Background: an optimization exercise with open tools, aiming at a short achievable clock period and few clock cycles. Do not read the settings as production practice. In this exercise RTL edits were held to simulation tests only and were not proved equivalent to the original.

==> build 81: inputs <==
==> flow/design.v <==
module ALU(
  input  [63:0] a,
  input  [63:0] b,
  input         cin,
  input         shl,
  input         andop,
  input  [63:0] sd,
  output [63:0] result,
  output        eq,
  output        lt
  );
  wire [63:0] sum = a + b + {63'h0, cin};
  assign result = shl ? (a << b[4:0]) : andop ? (a & b) : sum;
  assign eq = a == sd;
  assign lt = a < sd;
endmodule
module reg_file (
  input             clk,
  input             we,
  input      [4:0]  waddr,
  input      [63:0] wdata,
  input      [4:0]  raddr1,
  input      [4:0]  raddr2,
  output     [63:0] rdata1,
  output     [63:0] rdata2
  );
  reg [63:0] mem [0:31];
  always @(posedge clk)
    if (we) mem[waddr] <= wdata;
  assign rdata1 = mem[raddr1];
  assign rdata2 = mem[raddr2];
endmodule
module datapath #(
    parameter PC_WIDTH = 32,
    parameter D_WIDTH = 64,
    parameter ISTR_WIDTH = 32
  )
  (
    input       clk,
    input       reset_n,
    output [8:0]            imem_addr,
    input  [ISTR_WIDTH-1:0] imem_rdata,
    output [7:0]            dmem_addr,
    output [D_WIDTH-1:0]    dmem_wdata,
    output                  dmem_we,
    output                  dmem_re,
    input  [D_WIDTH-1:0]    dmem_rdata
   );
   localparam OP_R     = 7'b0110011;
   localparam OP_I     = 7'b0010011;
   localparam OP_S     = 7'b0100011;
   localparam OP_B     = 7'b1100011;
   localparam OP_J     = 7'b1101111;
   localparam OP_L     = 7'b0000011;
   localparam OP_AUIPC = 7'b0010111;
   reg  [31:0] fpc;           
   reg         stall;         
   reg         id_v;          
   reg  [31:0] id_pc, id_pred;
   reg  [31:0] ir;            
   reg         rr_v;
   reg  [31:0] rr_pc, rr_pred;
   reg         ex_v, ex_wr, ex_ld, ex_st, ex_br, ex_jal, ex_shl, ex_and, ex_cin;
   reg  [4:0]  ex_rd;
   reg  [2:0]  ex_f3;
   reg  [63:0] ex_a, ex_b, ex_sd;
   reg  [31:0] ex_pc, ex_tgt, ex_seq;
   reg         ex_mt, ex_ms;
   reg         wb_v, wb_wr, wb_ld;
   reg  [4:0]  wb_rd;
   reg  [63:0] wb_val;
   reg         u_v, u_taken;
   reg  [31:0] u_pc, u_tgt;
   wire        mispredict;
   wire [31:0] redirect_pc;
   wire [63:0] alu_res;
   localparam NB = 16;
   reg         btb_v   [0:NB-1];
   reg  [8:0]  btb_tag [0:NB-1];
   reg  [31:0] btb_tgt [0:NB-1];
   reg  [1:0]  btb_ctr [0:NB-1];
   reg  [3:0]  btb_ptr;
   reg         p_taken;
   reg  [31:0] p_tgt;
   integer k;
   always @(*) begin
      p_taken = 1'b0;
      p_tgt   = 32'h0;
      for (k = 0; k < NB; k = k + 1)
         if (btb_v[k] && btb_tag[k] == fpc[10:2]) begin
            p_taken = p_taken | btb_ctr[k][1];
            p_tgt   = p_tgt | btb_tgt[k];
         end
   end
   wire [31:0] pred_next = p_taken ? p_tgt : fpc + 32'd4;
   assign imem_addr = stall ? id_pc[10:2] : fpc[10:2];
   wire [6:0] in_op = imem_rdata[6:0];
   wire in_u1 = (in_op == OP_R) | (in_op == OP_I) | (in_op == OP_L) | (in_op == OP_S) | (in_op == OP_B);
   wire in_u2 = (in_op == OP_R) | (in_op == OP_S) | (in_op == OP_B);
   wire in_dep = (in_u1 & (imem_rdata[19:15] == ir[11:7])) | (in_u2 & (imem_rdata[24:20] == ir[11:7]));
   always @(posedge clk) begin
      if (!reset_n) begin
         fpc   <= 32'h0;
         stall <= 1'b0;
         id_v  <= 1'b0;
         rr_v  <= 1'b0;
      end else begin
         stall <= !stall & !mispredict & id_v & rr_v & (ir[6:0] == OP_L) & in_dep;
         if (mispredict) begin
            fpc  <= redirect_pc;
            id_v <= 1'b0;
            rr_v <= 1'b0;
         end else if (!stall) begin
            fpc  <= pred_next;
            id_v <= 1'b1;
            rr_v <= id_v;
         end
      end
      if (!stall) begin
         id_pc   <= fpc;
         id_pred <= pred_next;
         ir      <= imem_rdata;
         rr_pc   <= id_pc;
         rr_pred <= id_pred;
      end
   end
   wire [6:0] op  = ir[6:0];
   wire [4:0] rd  = ir[11:7];
   wire [2:0] f3  = ir[14:12];
   wire [4:0] rs1 = ir[19:15];
   wire [4:0] rs2 = ir[24:20];
   wire [6:0] f7  = ir[31:25];
   wire is_r  = op == OP_R;
   wire is_i  = op == OP_I;
   wire is_au = op == OP_AUIPC;
   wire is_ld = op == OP_L;
   wire is_st = op == OP_S;
   wire is_br = op == OP_B;
   wire is_j  = op == OP_J;
   wire [63:0] imm_i = {{52{ir[31]}}, ir[31:20]};
   wire [63:0] imm_s = {{52{ir[31]}}, ir[31:25], ir[11:7]};
   wire [63:0] imm_u = {{32{ir[31]}}, ir[31:12], 12'b0};
   wire [31:0] imm_b = {{20{ir[31]}}, ir[7], ir[30:25], ir[11:8], 1'b0};
   wire [31:0] imm_j = {{12{ir[31]}}, ir[19:12], ir[20], ir[30:21], 1'b0};
   wire [63:0] rf1, rf2;
   reg_file inst_reg_file (
      .clk   (clk),
      .we    (wb_v & wb_wr),
      .waddr (wb_rd),
      .wdata (wb_ld ? dmem_rdata : wb_val),
      .raddr1(rs1),
      .raddr2(rs2),
      .rdata1(rf1),
      .rdata2(rf2)
   );
   wire [63:0] wb_fwd = wb_ld ? dmem_rdata : wb_val;
   wire ex_hit1 = ex_v & ex_wr & (ex_rd == rs1);
   wire ex_hit2 = ex_v & ex_wr & (ex_rd == rs2);
   wire wb_hit1 = wb_v & wb_wr & (wb_rd == rs1);
   wire wb_hit2 = wb_v & wb_wr & (wb_rd == rs2);
   wire [63:0] r1_early = wb_hit1 ? wb_fwd : rf1;
   wire [63:0] r2_early = wb_hit2 ? wb_fwd : rf2;
   wire [63:0] rs1v = ex_hit1 ? alu_res : r1_early;
   wire [63:0] rs2v = ex_hit2 ? alu_res : r2_early;
   wire sub = (f7[6:5] == 2'b01) & (f3 == 3'b000);
   wire [63:0] op0 = is_au ? {32'h0, rr_pc} : rs1v;
   wire [63:0] op1 = (is_i | is_ld) ? imm_i : is_st ? imm_s : is_au ? imm_u : rs2v;
   wire [31:0] tgt = rr_pc + (is_j ? imm_j : imm_b);
   wire [31:0] seq = rr_pc + 32'd4;
   always @(posedge clk) begin
      if (!reset_n)
         ex_v <= 1'b0;
      else
         ex_v <= rr_v & !stall & !mispredict;
      ex_wr  <= is_r | is_i | is_au | is_ld;
      ex_ld  <= is_ld;
      ex_st  <= is_st;
      ex_br  <= is_br;
      ex_jal <= is_j;
      ex_shl <= f3 == 3'b001;
      ex_and <= f3 == 3'b111;
      ex_cin <= sub;
      ex_f3  <= f3;
      ex_rd  <= rd;
      ex_a   <= op0;
      ex_b   <= sub ? ~op1 : op1;
      ex_sd  <= rs2v;
      ex_pc  <= rr_pc;
      ex_tgt <= tgt;
      ex_seq <= seq;
      ex_mt  <= rr_pred == tgt;
      ex_ms  <= rr_pred == seq;
   end
   wire eq, lt;
   ALU inst_ALU (
      .a     (ex_a),
      .b     (ex_b),
      .cin   (ex_cin),
      .shl   (ex_shl),
      .andop (ex_and),
      .sd    (ex_sd),
      .result(alu_res),
      .eq    (eq),
      .lt    (lt)
   );
   wire taken = ex_br & (((ex_f3 == 3'b000) & eq) | ((ex_f3 == 3'b001) & !eq) |
                         ((ex_f3 == 3'b100) & lt) | ((ex_f3 == 3'b101) & !lt));
   wire ctl_taken = taken | ex_jal;
   assign mispredict  = ex_v & (ctl_taken ? !ex_mt : !ex_ms);
   assign redirect_pc = ctl_taken ? ex_tgt : ex_seq;
   assign dmem_addr  = alu_res[9:2];
   assign dmem_wdata = ex_sd;
   assign dmem_we    = ex_v & ex_st;
   assign dmem_re    = ex_v & ex_ld;
   always @(posedge clk) begin
      if (!reset_n) begin
         wb_v <= 1'b0;
         u_v  <= 1'b0;
      end else begin
         wb_v <= ex_v;
         u_v  <= ex_v & (ex_br | ex_jal);
      end
      wb_wr   <= ex_wr;
      wb_ld   <= ex_ld;
      wb_rd   <= ex_rd;
      wb_val  <= alu_res;
      u_taken <= ctl_taken;
      u_pc    <= ex_pc;
      u_tgt   <= ex_tgt;
   end
   reg         u_hit;
   reg  [3:0]  u_idx;
   always @(*) begin
      u_hit = 1'b0;
      u_idx = 4'd0;
      for (k = 0; k < NB; k = k + 1)
         if (btb_v[k] && btb_tag[k] == u_pc[10:2]) begin
            u_hit = 1'b1;
            u_idx = k;
         end
   end
   always @(posedge clk) begin
      if (!reset_n) begin
         for (k = 0; k < NB; k = k + 1) btb_v[k] <= 1'b0;
         btb_ptr <= 4'd0;
      end else if (u_v) begin
         if (u_hit) begin
            if (u_taken) begin
               btb_tgt[u_idx] <= u_tgt;
               if (btb_ctr[u_idx] != 2'b11) btb_ctr[u_idx] <= btb_ctr[u_idx] + 2'b01;
            end else if (btb_ctr[u_idx] != 2'b00)
               btb_ctr[u_idx] <= btb_ctr[u_idx] - 2'b01;
         end else if (u_taken) begin
            btb_v[btb_ptr]   <= 1'b1;
            btb_tag[btb_ptr] <= u_pc[10:2];
            btb_tgt[btb_ptr] <= u_tgt;
            btb_ctr[btb_ptr] <= 2'b11;
            btb_ptr <= btb_ptr + 4'd1;
         end
      end
   end
endmodule
==> flow/run.sh <==
#!/bin/bash
# synth_recipe.tcl (not shown) runs the flow's synth.tcl, then flattens the netlist and writes it again
# the make line also repeats each setting of config.mk as NAME=value (left out here)
make -C /OpenROAD-flow-scripts/flow DESIGN_CONFIG=/design/flow/config.mk WORK_HOME=/design/flow/orfs CLKGATE_MAP_FILE= SYNTH_SCRIPT=/design/flow/synth_recipe.tcl finish
==> flow/config.mk <==
export PLATFORM = sky130hd
export DESIGN_NAME = datapath
export DESIGN_NICKNAME = datapath
export VERILOG_FILES = /design/flow/design.v
export SDC_FILE = /design/flow/constraint.sdc
export NUM_CORES = 4
export LEC_CHECK = 0
export CAP_MARGIN = 20
export CORE_MARGIN = 2
export CORE_UTILIZATION = 40
export SLEW_MARGIN = 20
==> flow/constraint.sdc <==
create_clock -name core_clock -period 10.0 [get_ports {clk}]
set_input_delay 2.0000 -clock core_clock [delete_from_list [all_inputs] [get_ports {clk}]]
set_output_delay 2.0000 -clock core_clock [all_outputs]
set_load 0.01 [all_outputs]
==> build 54: changes against build 81 <==
==> flow/design.v, changed modules only <==
module ALU(
  input  [63:0] a,
  input  [63:0] b,
  input         cin,
  input         shl,
  input         andop,
  output [63:0] result
  );
  wire [64:0] sum1 = {a, 1'b1} + {b, cin};
  wire [63:0] sum = sum1[64:1];
  assign result = shl ? (a << b[4:0]) : andop ? (a & b) : sum;
endmodule
module AGU(
  input  [9:0] a,
  input  [9:0] b,
  input        sub,
  input        shl,
  input        andop,
  output [9:0] result
  );
  wire [9:0] sum = sub ? a - b : a + b;
  assign result = shl ? (a << b[4:0]) : andop ? (a & b) : sum;
endmodule
module datapath #(
    parameter PC_WIDTH = 32,
    parameter D_WIDTH = 64,
    parameter ISTR_WIDTH = 32
  )
  (
    input       clk,
    input       reset_n,
    output [8:0]            imem_addr,
    input  [ISTR_WIDTH-1:0] imem_rdata,
    output [7:0]            dmem_addr,
    output [D_WIDTH-1:0]    dmem_wdata,
    output                  dmem_we,
    output                  dmem_re,
    input  [D_WIDTH-1:0]    dmem_rdata
   );
   localparam OP_R     = 7'b0110011;
   localparam OP_I     = 7'b0010011;
   localparam OP_S     = 7'b0100011;
   localparam OP_B     = 7'b1100011;
   localparam OP_J     = 7'b1101111;
   localparam OP_L     = 7'b0000011;
   localparam OP_AUIPC = 7'b0010111;
   reg  [31:0] fpc;           
   reg         stall;         
   reg         id_v;          
   reg  [31:0] id_pc, id_pred, id_seq;
   reg  [31:0] ir;            
   reg         rr_v;
   reg  [31:0] rr_pc, rr_pred, rr_seq, rr_tgt;
   reg         ex_v, ex_wr, ex_ld, ex_br, ex_jal, ex_shl, ex_and, ex_cin;
   reg         ex_fa, ex_fb;
   reg  [4:0]  ex_rd;
   reg  [2:0]  ex_f3;
   reg  [63:0] ex_a, ex_b, ex_sd;
   reg  [31:0] ex_pc, ex_tgt, ex_seq;
   reg         ex_mt, ex_ms;
   reg         ex_we, ex_re;
   reg  [7:0]  ex_addr;
   reg         wb_v, wb_wr, wb_ld;
   reg  [4:0]  wb_rd;
   reg  [63:0] wb_val;
   wire        mispredict;
   wire [31:0] redirect_pc;
   wire [63:0] alu_res;
   localparam NB = 16;
   reg         btb_v   [0:NB-1];
   reg  [8:0]  btb_tag [0:NB-1];
   reg  [31:0] btb_tgt [0:NB-1];
   reg  [1:0]  btb_ctr [0:NB-1];
   reg  [3:0]  btb_ptr;
   reg         p_taken;
   reg  [31:0] p_tgt;
   integer k;
   always @(*) begin
      p_taken = 1'b0;
      p_tgt   = 32'h0;
      for (k = 0; k < NB; k = k + 1)
         if (btb_v[k] && btb_tag[k] == fpc[10:2]) begin
            p_taken = p_taken | btb_ctr[k][1];
            p_tgt   = p_tgt | btb_tgt[k];
         end
   end
   wire [31:0] fpc4 = fpc + 32'd4;
   wire [31:0] pred_next = p_taken ? p_tgt : fpc4;
   assign imem_addr = fpc[10:2];
   wire [31:0] iw = imem_rdata;
   wire [6:0] in_op = iw[6:0];
   wire in_u1 = (in_op == OP_R) | (in_op == OP_I) | (in_op == OP_L) | (in_op == OP_S) | (in_op == OP_B);
   wire in_u2 = (in_op == OP_R) | (in_op == OP_S) | (in_op == OP_B);
   wire in_dep = (in_u1 & (iw[19:15] == ir[11:7])) | (in_u2 & (iw[24:20] == ir[11:7]));
   wire [31:0] in_imm_b = {{20{iw[31]}}, iw[7], iw[30:25], iw[11:8], 1'b0};
   wire [31:0] in_imm_j = {{12{iw[31]}}, iw[19:12], iw[20], iw[30:21], 1'b0};
   wire [31:0] in_tgt = id_pc + (iw[3] ? in_imm_j : in_imm_b);
   reg         mis_r;
   reg  [31:0] redir_r;
   wire stall_next = !stall & !mis_r & id_v & rr_v & (ir[6:0] == OP_L) & in_dep;
   always @(posedge clk) begin
      if (!reset_n) begin
         fpc   <= 32'h0;
         stall <= 1'b0;
         id_v  <= 1'b0;
         rr_v  <= 1'b0;
      end else begin
         stall <= stall_next;
         id_v  <= !mis_r;
         if (mis_r)
            fpc <= redir_r;
         else if (!stall_next)
            fpc <= pred_next;
         if (mis_r)
            rr_v <= 1'b0;
         else if (!stall)
            rr_v <= id_v;
      end
      id_pc   <= fpc;
      id_pred <= pred_next;
      id_seq  <= fpc4;
      if (!stall) begin
         ir      <= iw;
         rr_pc   <= id_pc;
         rr_pred <= id_pred;
         rr_seq  <= id_seq;
         rr_tgt  <= in_tgt;
      end
   end
   wire [6:0] op  = ir[6:0];
   wire [4:0] rd  = ir[11:7];
   wire [2:0] f3  = ir[14:12];
   wire [4:0] rs1 = ir[19:15];
   wire [4:0] rs2 = ir[24:20];
   wire [6:0] f7  = ir[31:25];
   wire is_r  = op == OP_R;
   wire is_i  = op == OP_I;
   wire is_au = op == OP_AUIPC;
   wire is_ld = op == OP_L;
   wire is_st = op == OP_S;
   wire is_br = op == OP_B;
   wire is_j  = op == OP_J;
   wire [63:0] imm_i = {{52{ir[31]}}, ir[31:20]};
   wire [63:0] imm_s = {{52{ir[31]}}, ir[31:25], ir[11:7]};
   wire [63:0] imm_u = {{32{ir[31]}}, ir[31:12], 12'b0};
   wire [63:0] wb_fwd = wb_ld ? dmem_rdata : wb_val;
   wire [63:0] rf1, rf2;
   reg_file inst_reg_file (
      .clk   (clk),
      .we    (wb_v & wb_wr),
      .waddr (wb_rd),
      .wdata (wb_fwd),
      .raddr1(rs1),
      .raddr2(rs2),
      .rdata1(rf1),
      .rdata2(rf2)
   );
   wire ex_hit1 = ex_v & ex_wr & (ex_rd == rs1);
   wire ex_hit2 = ex_v & ex_wr & (ex_rd == rs2);
   wire wb_hit1 = wb_v & wb_wr & (wb_rd == rs1);
   wire wb_hit2 = wb_v & wb_wr & (wb_rd == rs2);
   wire [63:0] r1_early = wb_hit1 ? wb_fwd : rf1;
   wire [63:0] r2_early = wb_hit2 ? wb_fwd : rf2;
   wire [63:0] rs1v = ex_hit1 ? alu_res : r1_early;
   wire [63:0] rs2v = ex_hit2 ? alu_res : r2_early;
   wire sub = (f7[6:5] == 2'b01) & (f3 == 3'b000);
   wire [63:0] op0 = is_au ? {32'h0, rr_pc} : r1_early;
   wire [63:0] op1 = (is_i | is_ld) ? imm_i : is_st ? imm_s : is_au ? imm_u : r2_early;
   wire [9:0] agu_res;
   AGU inst_AGU (
      .a     (rs1v[9:0]),
      .b     (is_st ? imm_s[9:0] : imm_i[9:0]),
      .sub   (sub),
      .shl   (f3 == 3'b001),
      .andop (f3 == 3'b111),
      .result(agu_res)
   );
   wire rr_go = rr_v & !stall & !mispredict & !mis_r;
   always @(posedge clk) begin
      if (!reset_n) begin
         ex_v   <= 1'b0;
         ex_we  <= 1'b0;
         ex_re  <= 1'b0;
      end else begin
         ex_v   <= rr_go;
         ex_we  <= rr_go & is_st;
         ex_re  <= rr_go & is_ld;
      end
      ex_addr <= agu_res[9:2];
      ex_wr  <= is_r | is_i | is_au | is_ld;
      ex_ld  <= is_ld;
      ex_br  <= is_br;
      ex_jal <= is_j;
      ex_shl <= f3 == 3'b001;
      ex_and <= f3 == 3'b111;
      ex_cin <= sub;
      ex_f3  <= f3;
      ex_rd  <= rd;
      ex_fa  <= ex_hit1 & !is_au;
      ex_fb  <= ex_hit2 & (is_r | is_br);
      ex_a   <= op0;
      ex_b   <= sub ? ~op1 : op1;
      ex_sd  <= rs2v;
      ex_pc  <= rr_pc;
      ex_tgt <= rr_tgt;
      ex_seq <= rr_seq;
      ex_mt  <= rr_pred == rr_tgt;
      ex_ms  <= rr_pred == rr_seq;
   end
   wire [63:0] a_eff = ex_fa ? wb_val : ex_a;
   wire [63:0] b_eff = ex_fb ? (ex_cin ? ~wb_val : wb_val) : ex_b;
   ALU inst_ALU (
      .a     (a_eff),
      .b     (b_eff),
      .cin   (ex_cin),
      .shl   (ex_shl),
      .andop (ex_and),
      .result(alu_res)
   );
   wire eq = a_eff == ex_sd;
   wire lt = a_eff < ex_sd;
   wire taken = ex_br & (((ex_f3 == 3'b000) & eq) | ((ex_f3 == 3'b001) & !eq) |
                         ((ex_f3 == 3'b100) & lt) | ((ex_f3 == 3'b101) & !lt));
   wire ctl_taken = taken | ex_jal;
   assign mispredict  = ex_v & (ctl_taken ? !ex_mt : !ex_ms);
   assign redirect_pc = ctl_taken ? ex_tgt : ex_seq;
   assign dmem_addr  = ex_addr;
   assign dmem_wdata = ex_sd;
   assign dmem_we    = ex_we;
   assign dmem_re    = ex_re;
   reg         e_hit;
   reg  [3:0]  e_idx;
   always @(*) begin
      e_hit = 1'b0;
      e_idx = 4'd0;
      for (k = 0; k < NB; k = k + 1)
         if (btb_v[k] && btb_tag[k] == ex_pc[10:2]) begin
            e_hit = 1'b1;
            e_idx = k;
         end
   end
   reg         u_v, u_taken, u_hit;
   reg  [3:0]  u_idx;
   reg  [31:0] u_pc, u_tgt;
   always @(posedge clk) begin
      if (!reset_n) begin
         wb_v <= 1'b0;
         u_v  <= 1'b0;
         mis_r <= 1'b0;
      end else begin
         mis_r <= mispredict;
         wb_v <= ex_v;
         u_v  <= ex_v & (ex_br | ex_jal);
      end
      redir_r <= redirect_pc;
      wb_wr   <= ex_wr;
      wb_ld   <= ex_ld;
      wb_rd   <= ex_rd;
      wb_val  <= alu_res;
      u_taken <= ctl_taken;
      u_hit   <= e_hit;
      u_idx   <= e_idx;
      u_pc    <= ex_pc;
      u_tgt   <= ex_tgt;
   end
   always @(posedge clk) begin
      if (!reset_n) begin
         for (k = 0; k < NB; k = k + 1) btb_v[k] <= 1'b0;
         btb_ptr <= 4'd0;
      end else if (u_v) begin
         if (u_hit) begin
            if (u_taken) begin
               btb_tgt[u_idx] <= u_tgt;
               if (btb_ctr[u_idx] != 2'b11) btb_ctr[u_idx] <= btb_ctr[u_idx] + 2'b01;
            end else if (btb_ctr[u_idx] != 2'b00)
               btb_ctr[u_idx] <= btb_ctr[u_idx] - 2'b01;
         end else if (u_taken) begin
            btb_v[btb_ptr]   <= 1'b1;
            btb_tag[btb_ptr] <= u_pc[10:2];
            btb_tgt[btb_ptr] <= u_tgt;
            btb_ctr[btb_ptr] <= 2'b11;
            btb_ptr <= btb_ptr + 4'd1;
         end
      end
   end
endmodule
--- a/flow/config.mk
+++ b/flow/config.mk
@@ -5,7 +5,9 @@
 export SDC_FILE = /design/flow/constraint.sdc
 export NUM_CORES = 4
 export LEC_CHECK = 0
+export ABC_CLOCK_PERIOD_IN_PS = 3000
 export CAP_MARGIN = 20
 export CORE_MARGIN = 2
 export CORE_UTILIZATION = 40
+export SETUP_SLACK_MARGIN = 5
 export SLEW_MARGIN = 20
==> results.txt <==
- Build 54 ran to the end with no violations. Build 81 produced a clean layout.
- Between build 81 and build 54, the lower cell area is in build 81 (gap about 3.7%, measured against build 54).
- Of build 54 and build 81, build 54 has the higher wire length (gap about 5.4%, measured against build 81).
- Of build 81 and build 54, build 54 has the higher core utilization (gap 0.37 points).
- In build 54 the global-route usage is higher than in build 81, by 0.67 points.
- Against build 54, the synthesized cell count of build 81 is smaller by about 6%.
==> figures <==
| quantity | build 54 | build 81 |
|---|---|---|
| GR Layer Usage met1 | 37.83% | 36.03% |
| Number of clock-tree buffers in the layout | 489 | 458 |
| Fraction of area in registers | 54.09% | 54.61% |
| Rows | 232 | 229 |
| Number of inverters outside the clock class in the layout | 195 | 140 |
| Worst hold endpoint | wb_ld | u_pc[10] |
| Result of the run | no timing/DRC/antenna violations | no timing/DRC/antenna violations |
| Post-layout nets | 10364 | 9730 |
| Storage cell area | 0.09907 mm2 | 0.09629 mm2 |
| Number of well-tap cells placed | 5265 | 5197 |
| Slowest stage cell, crit path | sky130_fd_sc_hd__or4_4 | sky130_fd_sc_hd__buf_4 |
| Worst-path maximum fanout | 14 | 54 |
Testbench counts of build 81, summed over its fixed seeds: cycles 124,671.
Testbench counts of build 54, summed over its fixed seeds: cycles 125,855.

==> static timing again, ports no longer ideal <==
In the flow no input, the clock included, has a driving cell. The finished layouts below were timed again as built, in two steps. Step 1: set_driving_cell puts a clkbuf_16 on clk and a buf_2 on each other input, an assumption about the parent block. Step 2 adds t to the input delays and takes it off the output delays; t is the mean of the earliest and latest rising clock arrival at the registers after step 1. Input paths then give back, and output paths get back, about the clock's delay inside the block. Three values: ideal ports, drivers, drivers and shift; two values: the first two.
| run | t (ns) | setup WS [ns] | clock arrival spread, ns | worst data-port slew with drivers (ns) |
|---|---|---|---|---|
| build 81 | 1.026 | 2.833 / 2.729 / 3.647 | 0.127 / 0.127 | 0.25 |
| build 54 | 1.070 | 5.052 / 5.052 / 4.106 | 0.101 / 0.101 | 0.27 |
After both steps every run listed still meets setup and hold. The setup slack of build 54, which loses most, moves by 0.000 ns with the drivers and by -0.946 ns with both steps.
